This is an optimization exercise on Yosys and OpenROAD, whose aim is small area, a short achievable clock period and few clock cycles per item, not a production implementation. Where RTL was checked, it was by simulation tests only, not by an equivalence proof against the original. Only the layout flow was run in runs 2 and 3; the RTL was not checked for function there.

==> design.v <==
module mult32x32_fsm (
    input logic clk,               
    input logic reset,             
    input logic start,             
    output logic busy,             
    output logic [1:0] a_sel,      
    output logic b_sel,            
    output logic [2:0] shift_sel,  
    output logic upd_prod,         
    output logic clr_prod          
);
	typedef enum { idle, handle1, handle2, handle3, handle4, handle5, handle6, handle7, handle8} sm_type;
	sm_type current_state;
	sm_type next_state;
	always_ff @(posedge clk, posedge reset) begin
		if (reset== 1'b1) begin
			current_state <=idle;
		end
		else begin
			current_state <= next_state;
		end
	end
	always_comb begin
		next_state= current_state;
		busy=1'b1;
		upd_prod= 1'b1;
		clr_prod= 1'b0;
		a_sel= 2'b0;
		b_sel= 1'b0;
		shift_sel= 3'b0;
		case(current_state)
			idle: begin
				if(start== 1'b0) begin
					next_state=idle;
					busy=1'b0;
					upd_prod=1'b0;
				end
				else begin
					next_state=handle1;
					busy=1'b0;
					upd_prod=1'b0;
					clr_prod=1'b1;
				end
			end
			handle1: begin
				next_state= handle2;
				a_sel=2'b0;
				b_sel=1'b0;
				shift_sel=3'b0;
			end
			handle2: begin
				next_state= handle3;
				a_sel=2'b01;
				b_sel=1'b0;
				shift_sel=3'b001;
			end
			handle3: begin
				next_state= handle4;
				a_sel=2'b10;
				b_sel=1'b0;
				shift_sel=3'b010;
			end
			handle4: begin
				next_state= handle5;
				a_sel=2'b11;
				b_sel=1'b0;
				shift_sel=3'b011;
			end
			handle5: begin
				next_state= handle6;
				a_sel=2'b0;
				b_sel=1'b1;
				shift_sel=3'b010;
			end
			handle6: begin
				next_state= handle7;
				a_sel=2'b01;
				b_sel=1'b1;
				shift_sel=3'b011;
			end
			handle7: begin
				next_state= handle8;
				a_sel=2'b10;
				b_sel=1'b1;
				shift_sel=3'b100;
			end
			handle8: begin
				next_state= idle;
				a_sel=2'b11;
				b_sel=1'b1;
				shift_sel=3'b101;
			end
		endcase
	end
endmodule
module mult32x32_arith (
    input logic clk,              
    input logic reset,            
    input logic [31:0] a,         
    input logic [31:0] b,         
    input logic [1:0] a_sel,      
    input logic b_sel,            
    input logic [2:0] shift_sel,  
    input logic upd_prod,         
    input logic clr_prod,         
    output logic [63:0] product   
);
logic [15:0] out16;
logic [7:0] out8;
always_comb begin
	case(a_sel)
		2'b00: out8 = a[7:0];
		2'b01: out8 = a[15:8];
		2'b10: out8 = a[23:16];
		2'b11: out8 = a[31:24];
	endcase
end
always_comb begin
	case(b_sel)
		1'b0: out16 = b[15:0];
		1'b1: out16 = b[31:16];
	endcase
end
logic [23:0] mult;
always_comb begin
	mult = out16 * out8;
end
logic [63:0] shifted;
always_comb begin
	shifted = 64'b0;
	case(shift_sel)
		3'b000: shifted = mult;
		3'b001: shifted = mult << 8; 
		3'b010: shifted = mult << 16;
		3'b011: shifted = mult << 24;
		3'b100: shifted = mult << 32;
		3'b101: shifted = mult << 40;
	endcase
end
always_ff @(posedge clk, posedge reset) begin
	if(reset == 1'b1) begin 
		product <= 64'b0;
	end
	else begin
		if(clr_prod == 1'b1) begin
			product <= 64'b0;
		end
		else if (upd_prod == 1'b1) begin
			product <= product + shifted;
		end
	end
end
endmodule
module mult32x32 (
    input logic clk,             
    input logic reset,           
    input logic start,           
    input logic [31:0] a,        
    input logic [31:0] b,        
    output logic busy,           
    output logic [63:0] product  
);
logic [1:0] a_sel;
logic b_sel;
logic [2:0] shift_sel;
logic upd_prod;
logic clr_prod;
mult32x32_fsm fsm(
	.clk(clk),
	.reset(reset),
	.start(start),
	.busy(busy),
	.a_sel(a_sel),
	.b_sel(b_sel),
	.shift_sel(shift_sel),
	.upd_prod(upd_prod),
	.clr_prod(clr_prod)
);
mult32x32_arith arith(
	.clk(clk),
	.reset(reset),
	.a(a),
	.b(b),
	.a_sel(a_sel),
	.b_sel(b_sel),
	.shift_sel(shift_sel),
	.upd_prod(upd_prod),
	.clr_prod(clr_prod),
	.product(product)
);
endmodule
==> run.sh <==
#!/bin/bash
# synth_recipe.tcl (not shown) runs the flow's synth.tcl, then flattens the netlist and writes it again
# the make line also repeats each setting of config.mk as NAME=value (left out here)
make -C /OpenROAD-flow-scripts/flow DESIGN_CONFIG=/design/flow/config.mk WORK_HOME=/design/flow/orfs CLKGATE_MAP_FILE= SYNTH_SCRIPT=/design/flow/synth_recipe.tcl finish
==> config.mk <==
export PLATFORM = sky130hd
export DESIGN_NAME = mult32x32
export DESIGN_NICKNAME = mult32x32
export VERILOG_FILES = /design/flow/design.v
export SDC_FILE = /design/flow/constraint.sdc
export NUM_CORES = 4
export LEC_CHECK = 0
export CAP_MARGIN = 20
export CORE_MARGIN = 2
export CORE_UTILIZATION = 40
export SLEW_MARGIN = 20
==> constraint.sdc <==
create_clock -name core_clock -period 12.0 [get_ports {clk}]
set_input_delay 2.4000 -clock core_clock [delete_from_list [all_inputs] [get_ports {clk}]]
set_output_delay 2.4000 -clock core_clock [all_outputs]
set_load 0.01 [all_outputs]
==> summary.txt, run 1 <==
- Status: finished clean
- Drt wl/cell: 18.0 um
- R2r setup slk: 1.44 ns
- Period utilisation layout: 92.1%
- Post-synth top area share: 15.2%
- Post-DP Area: 13,000 sq um
- Count of cell types in the netlist: 61
- Max_cap viols: 0
- CP peak stage delay: 0.66 ns
- Post-route insts no fill: 1,937
- Hold_ws: 0.548 ns
- Synth warn: 2
- Placed cell count: 1,921
- Hold Startpoint: arith.product[30]$_DFFE_PP0P_
- Total track usage: 23.9%
- Synth area leaders: dfrtp_1 15%, fa_1 15%, ha_1 12%
- Total grt overflow: 0
- Unrepaired setup endpoints after global routing: no
- Hold path cells: 2
- Synth async-reset ratio: 100%
- Minimum clock period: 11.05 ns
- Die footprint: 29,300 sq um
- Synth Register Bits: 68
- Worst Hold End: arith.product[30]$_DFFE_PP0P_
- CTS Sinks: 68
- Pre-antenna DRT Iters: 5
- Port Buffers: 131
- 1st-iter DRT viols: 859
- CP Max Fanout: 8
- Root Driver: clkbuf_16
- Final Setup Violations: 0
- Multi-input gate area: 8770 sq um
- Htree depth: 3
- Chip height: 171 um
- Syn Nets: 1,707
- Mean Syn Cell Area: 7.73 sq um
- CTS Buffer Depth: 2
- Layout cell share with drive strength beyond 1: 5.45%
- Worst min path class: flop to flop
- Via/cell ratio: 5.59
- Final instance area: 13,300 sq um
- Via count: 10,800
- WL final: 34,900 um
- Fin util: 48.0%
- GPL Wtd Cong: 0.936
- Worst-Margin Slew: 1.06 ns
- Primary FF master, synth: dfrtp_1
- Synth area leader: dfrtp_1
- Hold_buf cts: 0
- Core ar.: 27,700 sq um
- Largest net degree at the start of global routing: 85
- Num rows: 61
- Detail Route Antenna Nets: 0
- Antenna violations before repair: 0
- DP HPWL: 27,200 um
- CP max stage cell: mux2i_1
- EDFF count, synth: 0
- Syn-to-layout area delta: 18.8%
- Fin. Hold Viols: 0
- Worst reg2reg startpoint: fsm.current_state[2]$_DFFE_PP0P_
- Vias in the first global route: 10,300
- Post-CTS Resized: 0
- Reg2reg path depth: 35
- FF-to-FF End: arith.product[57]$_DFFE_PP0P_
- IO Count: 132
- Setup CP Type: primary input to flop
- Worst Path Arrival: 11.32 ns
- Setup_tns: 0 ns
- Sequential-to-total area share from yosys stat: 15.2%
- Req. time, crit path: 12.27 ns
- Final #Nets: 1,813
- CTS clk-pin slew, worst paths: 0.07 ns
- Syn Inst Count: 1,448
- Crit path capture type: flop
- Buf/Inv on CP: 3
- CTS Buf Count: 9
- Antenna fix cells: 0
- Initial core utilization: 40.4%
- First-pass GRT wire length: 55,600 um
- Post-synthesis cell area: 11,200 sq um
- Slew Viols, Final: 0
- Register area: 1700 sq um
- Number of remaining DRC errors: 0
- Crit-path leading delay family: compound AO/OA/AOI/OAI gates
- Setup bufs post-CTS: 0
- Fmax: 90.5 MHz
- Rel. slew slack: 28.1%
- Clock latency on the worst-skew pair: 0.35 ns
- Die width: 171 um
- Type of origin of the critical path: primary input
- CTS tree: built
- Final Skew: 0.0103 ns
- Fillers: 2,796
## cells by family after synthesis
kind of cell / after synthesis / share of synthesized area [%]
compound gates: 397 / 22.3
xor+xnor: 80 / 6.26
fa+ha+maj: 192 / 27.2
buf+inv: 194 / 6.58
flops: 68 / 15.2
mux: 34 / 3.05
simple gates: 483 / 19.4
## sequential cells by signal, summed over array words and instances (netlist names)
register,cells
fsm.current_state,4
arith.product,64
## routing by layer
layer / up-vias / track usage (%) / part of all wire (%)
met1: 5161 / 34.3 / 47
met5: - / 0 / 0
met2: 350 / 38.4 / 46
met3: 55 / 2.76 / 5.6
met4: 0 / 6.26 / 2.2
li1: 5264 / - / -
## synth_stat cells, types with 11 or more instances
| cell | number |
|---|---|
| a21o_1 | 43 |
| a21oi_1 | 99 |
| a31oi_1 | 12 |
| and2_1 | 15 |
| clkbuf_1 | 62 |
| dfrtp_1 | 68 |
| fa_1 | 85 |
| ha_1 | 107 |
| inv_1 | 123 |
| mux2i_1 | 33 |
| nand2_1 | 118 |
| nand2b_1 | 11 |
| nand3_1 | 77 |
| nand4_1 | 21 |
| nor2_1 | 175 |
| nor3_1 | 21 |
| o21a_1 | 11 |
| o21ai_0 | 121 |
| o21bai_1 | 13 |
| o221ai_1 | 29 |
| or2_2 | 19 |
| xnor2_1 | 45 |
| xor2_1 | 35 |
## worst reg2reg max path: cells and delay by family (launching register included)
family	cells	cell delay, ns
xor+xnor	1	0.37
simple gates	6	1.32
fa+ha+maj	6	2.96
flops	1	0.56
buf+inv	3	0.42
mux	2	0.90
compound gates	17	3.95
## area by class of cell
| type | instances | area share (%) |
|---|---|---|
| Timing Repair Buffer | 165 | 11.8 |
| Tap cell | 378 | 3.56 |
| Inverter | 124 | 3.50 |
| Clock inverter | 7 | 0.743 |
| Multi-Input combinational cell | 1186 | 65.9 |
| Clock buffer | 9 | 1.69 |
| Sequential cell | 68 | 12.8 |
## worst max-delay path by stage
| stage | from | end | slack, ns | cells past startpoint |
|---|---|---|---|---|
| floorplan | a[23] | arith.product[57]$_DFFE_PP0P_ | 1.96 | 35 |
| global placement | a[23] | arith.product[57]$_DFFE_PP0P_ | 0.68 | 37 |
| detailed placement | a[23] | arith.product[57]$_DFFE_PP0P_ | 0.66 | 37 |
| CTS | a[18] | arith.product[57]$_DFFE_PP0P_ | 0.99 | 34 |
| global route | b[19] | arith.product[57]$_DFFE_PP0P_ | 0.33 | 34 |
| finish | b[19] | arith.product[57]$_DFFE_PP0P_ | 0.95 | 32 |
## per-stage QoR
stage / worst slack [ns]
floorplan: 1.96
global placement: 0.679
detailed placement: 0.662
CTS: 0.994
global route: 0.331
finish: 0.946
## cell usage in the layout (no fill, tap or decap), drive strengths merged, types with 3 or more instances in the layout
cell type / Yosys / layout
a21oi: 101 / 101
buf: 8 / 34
and2: 15 / 15
o21ai: 129 / 129
a211oi: 6 / 6
nand4: 21 / 21
nor2b: 10 / 10
xnor2: 45 / 45
clkinv: 0 / 3
dfrtp: 68 / 68
o221ai: 29 / 29
inv: 124 / 125
a22oi: 5 / 5
o31ai: 7 / 7
and3: 8 / 8
mux2i: 33 / 33
nand2: 118 / 118
ha: 107 / 107
nand3: 77 / 77
a221oi: 4 / 4
clkbuf: 62 / 9
a31oi: 12 / 12
nor3: 21 / 21
nor2: 175 / 175
o21bai: 13 / 13
clkdlybuf4s50: 0 / 131
o22ai: 10 / 10
nand2b: 11 / 11
o21a: 11 / 11
nor4: 4 / 4
a41oi: 3 / 3
a21boi: 5 / 5
or2: 19 / 19
a21o: 43 / 43
xor2: 35 / 35
fa: 85 / 85
Testbench counts, summed over its fixed seeds: cycles 72,008, items 8,000.
==> run 2, diff against run 1 <==
==> design.v (replaced) <==
module mult32x32_fsm #(
    parameter int R = 8
) (
    input  logic clk,
    input  logic reset,
    input  logic start,
    input  logic [31:0] a,
    input  logic [31:0] b,
    output logic busy,
    output logic swap,
    output logic [$clog2(32/R)-1:0] idx,
    output logic acc,
    output logic load
);
localparam int C  = 32 / R;
localparam int CW = $clog2(C);
logic [CW-1:0] la, lb;           
logic          swap_s;
logic [CW-1:0] first;
logic [CW-1:0] cnt;
logic          sw;
always_comb begin
    la = '0;
    lb = '0;
    for (int j = 1; j < C; j++) begin
        if (|a[j*R +: R]) la = CW'(j);
        if (|b[j*R +: R]) lb = CW'(j);
    end
    swap_s = la < lb;
    first  = swap_s ? la : lb;
end
assign swap = busy ? sw : swap_s;
assign idx  = busy ? cnt : first;
assign acc  = busy;
assign load = busy | start;
always_ff @(posedge clk, posedge reset) begin
    if (reset) begin
        busy <= 1'b0;
    end else if (start) begin
        busy <= first != '0;
    end else if (busy) begin
        busy <= cnt != '0;
    end
end
always_ff @(posedge clk) begin
    if (start) begin
        cnt <= first - 1'b1;
        sw  <= swap_s;
    end else if (busy) begin
        cnt <= cnt - 1'b1;
    end
end
endmodule
module mult32x32_arith #(
    parameter int R = 8
) (
    input  logic clk,
    input  logic [31:0] a,
    input  logic [31:0] b,
    input  logic swap,
    input  logic [$clog2(32/R)-1:0] idx,
    input  logic acc,
    input  logic load,
    output logic [63:0] product
);
logic [31:0]   x, y;
logic [R-1:0]  d;
logic [63:0]   base;
logic [63:0]   sum;
assign x    = swap ? b : a;
assign y    = swap ? a : b;
assign d    = y[idx*R +: R];
assign base = acc ? {product[63-R:0], {R{1'b0}}} : 64'd0;
assign sum  = base + x * d;
always_ff @(posedge clk) begin
    if (load) product <= sum;
end
endmodule
module mult32x32 (
    input logic clk,             
    input logic reset,           
    input logic start,           
    input logic [31:0] a,        
    input logic [31:0] b,        
    output logic busy,           
    output logic [63:0] product  
);
localparam int R  = 8;           
localparam int C  = 32 / R;      
localparam int CW = $clog2(C);
logic          swap;             
logic [CW-1:0] idx;              
logic          acc;              
logic          load;             
mult32x32_fsm #(.R(R)) fsm (
    .clk(clk),
    .reset(reset),
    .start(start),
    .a(a),
    .b(b),
    .busy(busy),
    .swap(swap),
    .idx(idx),
    .acc(acc),
    .load(load)
);
mult32x32_arith #(.R(R)) arith (
    .clk(clk),
    .a(a),
    .b(b),
    .swap(swap),
    .idx(idx),
    .acc(acc),
    .load(load),
    .product(product)
);
endmodule
==> run 2 against run 1 <==
Against the previous run: critical path depth rose by 10; via count rose by 9.9%; non-clock buffer count rose by 218; utilization rose by 5.7 points; still clean; synthesized area rose by 21%; final cell count rose by 18%; clock-buffer cell count did not move.
==> summary.txt, run 2 <==
- Status: finished clean
- Synth area leaders: fa_1 27%, edfxtp_1 15%, ha_1 8.7%
- Via/cell ratio: 5.21 (-6.8%)
- Commonest non-fill, non-tap cell in the layout: nor2_1
- Type of origin of the critical path: primary input
- Chip height: 188 um (+9.7%)
- Final Setup Violations: 0 (unchanged)
- Req. time, crit path: 12.22 ns (-0.05 ns)
- Syn Inst Count: 1,487 (+2.7%)
- Drt wl/cell: 17.4 um (-3.3%)
- Crit path capture type: flop
- Vias in the first global route: 12,800 (+24%)
- Synth async-reset ratio: 1.47% (-99 points)
- Clock latency on the worst-skew pair: 0.37 ns (+0.02 ns)
- Synth warn: 2 (unchanged)
- Hold Startpoint: fsm.cnt[0]$_DFFE_PP_
- Largest net degree at the start of global routing: 67 (-21%)
- Worst reg2reg startpoint: fsm.busy$_DFF_PP0_
- Reg with most FFs: arith.product
- Commonest cells after routing, fill and taps aside: 234 x nor2_1, 229 x buf_4, 197 x inv_1
- Setup_tns: 0 ns (unchanged)
- Max_cap viols: 0 (unchanged)
- IO Count: 132 (unchanged)
- Count of cell types in the netlist: 70 (+15%)
- Pre-antenna DRT Iters: 5 (unchanged)
- CTS clk-pin slew, worst paths: 0.07 ns (about the same)
- Rel. slew slack: 39.3% (+11 points)
- Post-place setup slack: -0.431 ns (-1.09 ns)
- Slew Viols, Final: 0 (unchanged)
- Largest registers: arith.product x64, fsm.cnt x2
- Total grt overflow: 0 (unchanged)
- Root Driver: clkbuf_16
- Post-synthesis cell area: 13,500 sq um (+21%)
- Htree depth: 3 (unchanged)
- Final Skew: 0.0136 ns (+0.00332 ns)
- CP Max Fanout: 8 (unchanged)
- Fillers: 3,077 (+10%)
- Minimum clock period: 11.66 ns (+0.608 ns)
- CTS tree: built
- Syn Nets: 1,829 (+7.1%)
- Antenna violations before repair: 0 (unchanged)
- Critical path origin: b[27]
- Worst Path Arrival: 11.89 ns (+0.57 ns)
- Most frequent cell after synthesis: nor2_1
- Global-route met1 utilization: 27.9% (-6.4 points)
- Layout cell share with drive strength beyond 1: 21.2% (+16 points)
- Syn-to-layout area delta: 32.8%
- Die width: 188 um (+9.7%)
- Post-route insts no fill: 2,286 (+18%)
- Sequential-to-total area share from yosys stat: 15.0% (-0.16 points)
- Worst min path class: flop to flop
- Core ar.: 33,400 sq um (+21%)
- CP peak stage delay: 0.60 ns (-0.06 ns)
- First-pass GRT wire length: 64,400 um (+16%)
- Post-synth top area share: 26.8% (+12 points)
- Mean Syn Cell Area: 9.11 sq um (+18%)
- Worst-Margin Slew: 0.911 ns (-0.146 ns)
- CP max stage cell: fa_1
- Antenna fix cells: 0 (unchanged)
- Hold_buf cts: 0 (unchanged)
- Post-DP Area: 16,900 sq um (+30%)
- GPL Wtd Cong: 0.921 (-1.7%)
- GR Util met3: 4.02% (+1.3 points)
- Max reg flops: 64 (unchanged)
- WL final: 39,800 um (+14%)
- Synth area leader: fa_1
- Final worst setup slack: 0.338 ns (-0.608 ns)
- Final instance area: 18,000 sq um (+35%)
- CTS Sinks: 68 (unchanged)
- GR peak layer: met2
- Most frequent CP cell: buf_4
- Grt met2 use: 41.1% (+2.7 points)
- Final #Nets: 2,175 (+20%)
- Primary FF master, synth: edfxtp_1
- Total track usage: 22.8% (-1.1 points)
- CTS Buf Count: 9 (unchanged)
- Fmax: 85.7 MHz (-5.2%)
- Detail Route Antenna Nets: 0 (unchanged)
- Setup CP Type: primary input to flop
- Num rows: 67 (+9.8%)
- Port Buffers: 131 (unchanged)
- Via count: 11,900 (+9.9%)
- Number of remaining DRC errors: 0 (unchanged)
- Initial core utilization: 40.5% (+0.073 points)
- Placed cell count: 2,245 (+17%)
- Fin. Hold Viols: 0 (unchanged)
- EDFF count, synth: 67 (+67)
- CTS Buffer Depth: 2 (unchanged)
- Synth Register Bits: 68 (unchanged)
- DP HPWL: 31,600 um (+16%)
- Die footprint: 35,300 sq um (+20%)
- Most instantiated cells after synthesis: 241 x nor2_1, 197 x inv_1, 181 x fa_1
- Period utilisation layout: 97.2% (+5.1 points)
- 1st-iter DRT viols: 539 (-37%)
run 2: cell families (layout without fill, tap and decap cells):
logic type,count (synthesis),in the layout,share of synthesized area (%)
xor gates and xnor gates,72,72,4.66
DFF,68,68,15.0
buffers and inverters,251,597,7.91
adders and majority gates,275,275,35.4
muxes,81,86,7.59
and+or+nand+nor,505,505,18.0
AOI/OAI and AO/OA,235,235,11.4
run 2: path summary, 6_finish.rpt:
check | end | slack [ns] | cells past startpoint
min in group asynchronous | fsm.busy$_DFF_PP0_ | 2.16 | 2
worst min-delay path | fsm.busy$_DFF_PP0_ | 0.63 | 2
worst max-delay path | arith.product[63]$_DFFE_PP_ | 0.34 | 42
worst min register to register | fsm.busy$_DFF_PP0_ | 0.63 | 2
worst max register to register | arith.product[63]$_DFFE_PP_ | 2.75 | 37
max in group asynchronous | fsm.busy$_DFF_PP0_ | 9.75 | 2
run 2: worst max-delay path, delay by kind of cell:
kind | cells | cell delay (ns)
adders and majority gates | 7 | 3.03
and+or+nand+nor | 9 | 2.05
AOI/OAI and AO/OA | 11 | 1.76
buffers and inverters | 11 | 1.65
muxes | 3 | 0.87
xor gates and xnor gates | 1 | 0.09
run 2: layer usage:
| metal | vias to the layer above | wire length [um] |
|---|---|---|
| li1 | 5640 | - |
| met5 | - | 0 |
| met1 | 5894 | 16700 |
| met4 | 0 | 903 |
| met3 | 73 | 1790 |
| met2 | 299 | 20400 |
run 2: metrics by stage:
step | util, % | hold WS [ns]
floorplan | - | 0.549
global placement | 50.6 | 0.596
detailed placement | 50.6 | 0.612
CTS | 51.6 | 0.626
global route | 53.7 | 0.709
finish | 53.7 | 0.629
run 2: repair_timing:
| item | 4_1_cts | 5_1_grt |
|---|---|---|
| pin swaps | 0 | 36 |
| resized for setup | 1 | 111 |
| endpoints found under the setup margin | 4 | 33 |
| cloned | 2 | 7 |
| buffers inserted | 0 | 16 |
run 2: cell type report:
type                       count  area, sq um  area share (%)
clock buffer                   9          225            1.25
tap                          448          561            3.12
multi-input combinational   1173        10900            60.9
timing repair buffer         383         3380            18.8
inverter                     198          743            4.14
clock inverter                 7         81.3           0.452
sequential                    68         2040            11.3
==> run 3, diff against run 2 <==
--- a/config.mk
+++ b/config.mk
@@ -6,6 +6,8 @@
 export NUM_CORES = 4
 export LEC_CHECK = 0
+export ABC_CLOCK_PERIOD_IN_PS = 4000
 export CAP_MARGIN = 20
 export CORE_MARGIN = 2
-export CORE_UTILIZATION = 40
+export CORE_UTILIZATION = 50
+export SETUP_SLACK_MARGIN = 5
 export SLEW_MARGIN = 20
==> run 3 against run 2 <==
Against the previous run: final cell count shrank 5.8%; hold slack better by 0.019 ns; wire length up 8.0%; flip-flop and latch count stayed put; synthesized cell count unchanged; clock-buffer cell count unchanged; sequential share of layout area fell by 0.65 points; critical path type unchanged; largest cell class unchanged.
==> summary.txt, run 3 <==
- Post-route insts no fill: 2,154 (-5.8%)
- Mean Syn Cell Area: 9.11 sq um (unchanged)
- GR peak layer: met2
- Max reg flops: 64 (unchanged)
- Via/cell ratio: 5.68 (+9.1%)
- Hold path cells: 2 (unchanged)
- Via count: 12,200 (+2.8%)
- Drt wl/cell: 20.0 um (+15%)
- Minimum clock period: 11.17 ns (-0.488 ns)
- Worst-Margin Slew: 0.895 ns (-0.0162 ns)
- Worst Path Arrival: 11.37 ns (-0.52 ns)
- Max_cap viols: 0 (unchanged)
- Syn-to-layout area delta: 40.8%
- IO Count: 132 (unchanged)
- CTS tree: built
- Setup CP Type: primary input to flop
- Count of cell types in the netlist: 70 (unchanged)
- GPL Wtd Cong: 0.913 (-0.86%)
- WL final: 43,000 um (+8.0%)
- CP Max Fanout: 7 (-1)
- Antenna violations before repair: 0 (unchanged)
- R2r setup slk: 3.12 ns (+0.37 ns)
- Die footprint: 28,400 sq um (-20%)
- Status: finished clean
- Reg2reg path depth: 35 (-5.4%)
- Largest registers: arith.product x64, fsm.cnt x2
- Total grt overflow: 0 (unchanged)
- Grt met2 use: 56.1% (+15 points)
- Global-route met1 utilization: 39.1% (+11 points)
- Reg with most FFs: arith.product
- Post-synth top area share: 26.8% (unchanged)
- 1st-iter DRT viols: 752 (+40%)
- Htree depth: 3 (unchanged)
- Detail Route Antenna Nets: 0 (unchanged)
- Most instantiated cells after synthesis: 241 x nor2_1, 197 x inv_1, 181 x fa_1
- Slew Viols, Final: 0 (unchanged)
- Type of origin of the critical path: primary input
- Port Buffers: 131 (unchanged)
- Pre-antenna DRT Iters: 5 (unchanged)
- Hold_buf cts: 0 (unchanged)
- Sequential-to-total area share from yosys stat: 15.0% (unchanged)
- Antenna fix cells: 0 (unchanged)
- Final Setup Violations: 0 (unchanged)
- Root Driver: clkbuf_16
- Worst Hold End: fsm.busy$_DFF_PP0_
- Vias in the first global route: 13,000 (+1.6%)
- CP max stage cell: fa_2
- Req. time, crit path: 12.20 ns (-0.02 ns)
- Rel. slew slack: 40.3% (+1.1 points)
- Layout cell share with drive strength beyond 1: 31.2% (+10 points)
- CTS Sinks: 68 (unchanged)
- EDFF count, synth: 67 (unchanged)
- Total track usage: 31.0% (+8.2 points)
- Synth area leaders: fa_1 27%, edfxtp_1 15%, ha_1 8.7%
- Clock latency on the worst-skew pair: 0.35 ns (-0.02 ns)
- Fmax: 89.5 MHz (+4.4%)
- Placed cell count: 1,997 (-11%)
- Core ar.: 26,800 sq um (-20%)
- FF-to-FF End: arith.product[44]$_DFFE_PP_
- Synth async-reset ratio: 1.47% (unchanged)
- Final #Nets: 2,150 (-1.1%)
- GR Util met3: 4.04% (+0.021 points)
- Worst reg2reg startpoint: fsm.busy$_DFF_PP0_
- CTS clk-pin slew, worst paths: 0.07 ns (about the same)
- Initial core utilization: 50.5% (+10 points)
- Syn Inst Count: 1,487 (unchanged)
- First-pass GRT wire length: 69,200 um (+7.5%)
- CTS Buf Count: 9 (unchanged)
- Setup_tns: 0 ns (unchanged)
- Synth area leader: fa_1
- Num rows: 60 (-10%)
- Unrepaired setup endpoints after global routing: yes
- Synth Register Bits: 68 (unchanged)
- Die width: 169 um (-10%)
- Commonest non-fill, non-tap cell in the layout: nor2_1
- Most frequent cell after synthesis: nor2_1
- Fin. Hold Viols: 0 (unchanged)
- Commonest cells after routing, fill and taps aside: 213 x nor2_1, 183 x inv_1, 175 x buf_4
- Crit path capture type: flop
- Number of remaining DRC errors: 0 (unchanged)
- Period utilisation layout: 93.1% (-4.1 points)
- Syn Nets: 1,829 (unchanged)
- CTS Buffer Depth: 2 (unchanged)
- Largest net degree at the start of global routing: 53 (-21%)
- Synth warn: 2 (unchanged)
- Worst min path class: flop to flop
- Post-DP Area: 16,300 sq um (-3.7%)
- Final Skew: 0.0112 ns (-0.00245 ns)
- Final instance area: 19,100 sq um (+6.0%)
- DP HPWL: 30,900 um (-2.2%)
- CP peak stage delay: 0.57 ns (-0.03 ns)
- Hold Startpoint: fsm.cnt[0]$_DFFE_PP_
- Post-synthesis cell area: 13,500 sq um (unchanged)
- Primary FF master, synth: edfxtp_1
- Chip height: 169 um (-10%)
-- run 3: changes by cell type in the layout (fill, tap and decap cells not counted), sizes merged --
| cell | previous run | this run |
|---|---|---|
| buf | 250 | 243 |
| clkdlybuf4s50 | 131 | 91 |
| inv | 202 | 200 |
| bufbuf | 0 | 2 |
| mux2i | 71 | 68 |
| clkbuf | 11 | 16 |
| clkdlybuf4s15 | 0 | 1 |
| dlymetal6s2s | 0 | 1 |
| clkinv | 1 | 4 |
| dlygate4sd2 | 0 | 16 |
| clkinvlp | 1 | 0 |
-- run 3: cells by family (layout without fill, tap and decap cells) --
logic type / after synthesis / in the layout / synth area share, %
xor+xnor: 72 / 72 / 4.66
fa+ha+maj: 275 / 275 / 35.4
flops: 68 / 68 / 15.0
buf+inv: 251 / 575 / 7.91
compound gates: 235 / 235 / 11.4
mux: 81 / 83 / 7.59
simple gates: 505 / 505 / 18.0
-- run 3: cell type report --
class,count,area [sq um]
clock inverters,7,73.8
inverters,198,746
repair buffers,361,3540
fillers,2090,7740
multi-input cells,1170,12000
flip-flops and latches,68,2040
well taps,341,427
clock buffers,9,225
-- run 3: worst max path at each step --
stage	from	to	slack, ns	cells after the start
floorplan	b[30]	arith.product[54]$_DFFE_PP_	1.28	38
global placement	a[22]	arith.product[58]$_DFFE_PP_	-0.20	36
detailed placement	a[22]	arith.product[58]$_DFFE_PP_	-0.18	41
CTS	b[26]	arith.product[54]$_DFFE_PP_	0.95	42
global route	b[24]	arith.product[41]$_DFFE_PP_	0.54	46
finish	b[24]	arith.product[44]$_DFFE_PP_	0.83	43
-- run 3: repair_timing --
item,CTS,global route
gates cloned,12,1
setup buffers,88,40
hold endpoints to repair,0,0
endpoints found under the setup margin,61,60
resized for setup,248,112
pin swaps,110,104
-- run 3: through the flow --
stage	hold WS [ns]	utilization, %	worst slack (ns)
floorplan	0.549	-	1.28
global placement	0.613	60.8	-0.196
detailed placement	0.620	60.8	-0.181
CTS	0.645	68.3	0.954
global route	0.691	71.1	0.539
finish	0.648	71.1	0.826
-- run 3: worst max-delay path: cells and delay by family --
kind	cells	cell delay [ns]
simple gates	12	2.36
buf+inv	10	1.17
mux	3	0.70
fa+ha+maj	7	2.96
xor+xnor	1	0.13
compound gates	10	1.62
-- run 3: routing by layer --
metal / wire length [um] / up-vias
li1: - / 5592
met5: 0 / -
met4: 1190 / 0
met3: 2210 / 104
met2: 22000 / 417
met1: 17700 / 6125

[port drivers added, routing unchanged]
Ports are ideal in the flow. The routed layouts listed here were re-timed in OpenROAD. Step 1, drivers: a clkbuf_16 drives clk and a buf_2 each remaining input, both assumed. Step 2 times the ports against the registers' clock, not the clock port: input delays grow and output delays shrink by t, the midpoint of the rising clock arrivals with the driver on. Slacks: ideal ports / drivers / drivers and shift; pairs: ideal ports / drivers.
run	shift t [ns]	slack for setup (ns)	worst setup path after step 2	slew at the worst register clock pin (ns)	worst slew at a driven data input, ns
run 1	0.393	0.946 / 0.963 / 0.570	input to register	0.07 / 0.07	0.05
run 2	0.417	0.338 / 0.360 / -0.057	input to register	0.07 / 0.07	0.06
run 3	0.398	0.826 / 0.834 / 0.437	input to register	0.07 / 0.07	0.05
With both steps, setup timing fails in run 2, where it was met with ideal ports. For run 2, which loses most, drivers alone change the setup slack by +0.022 ns; drivers and shift together by -0.395 ns.
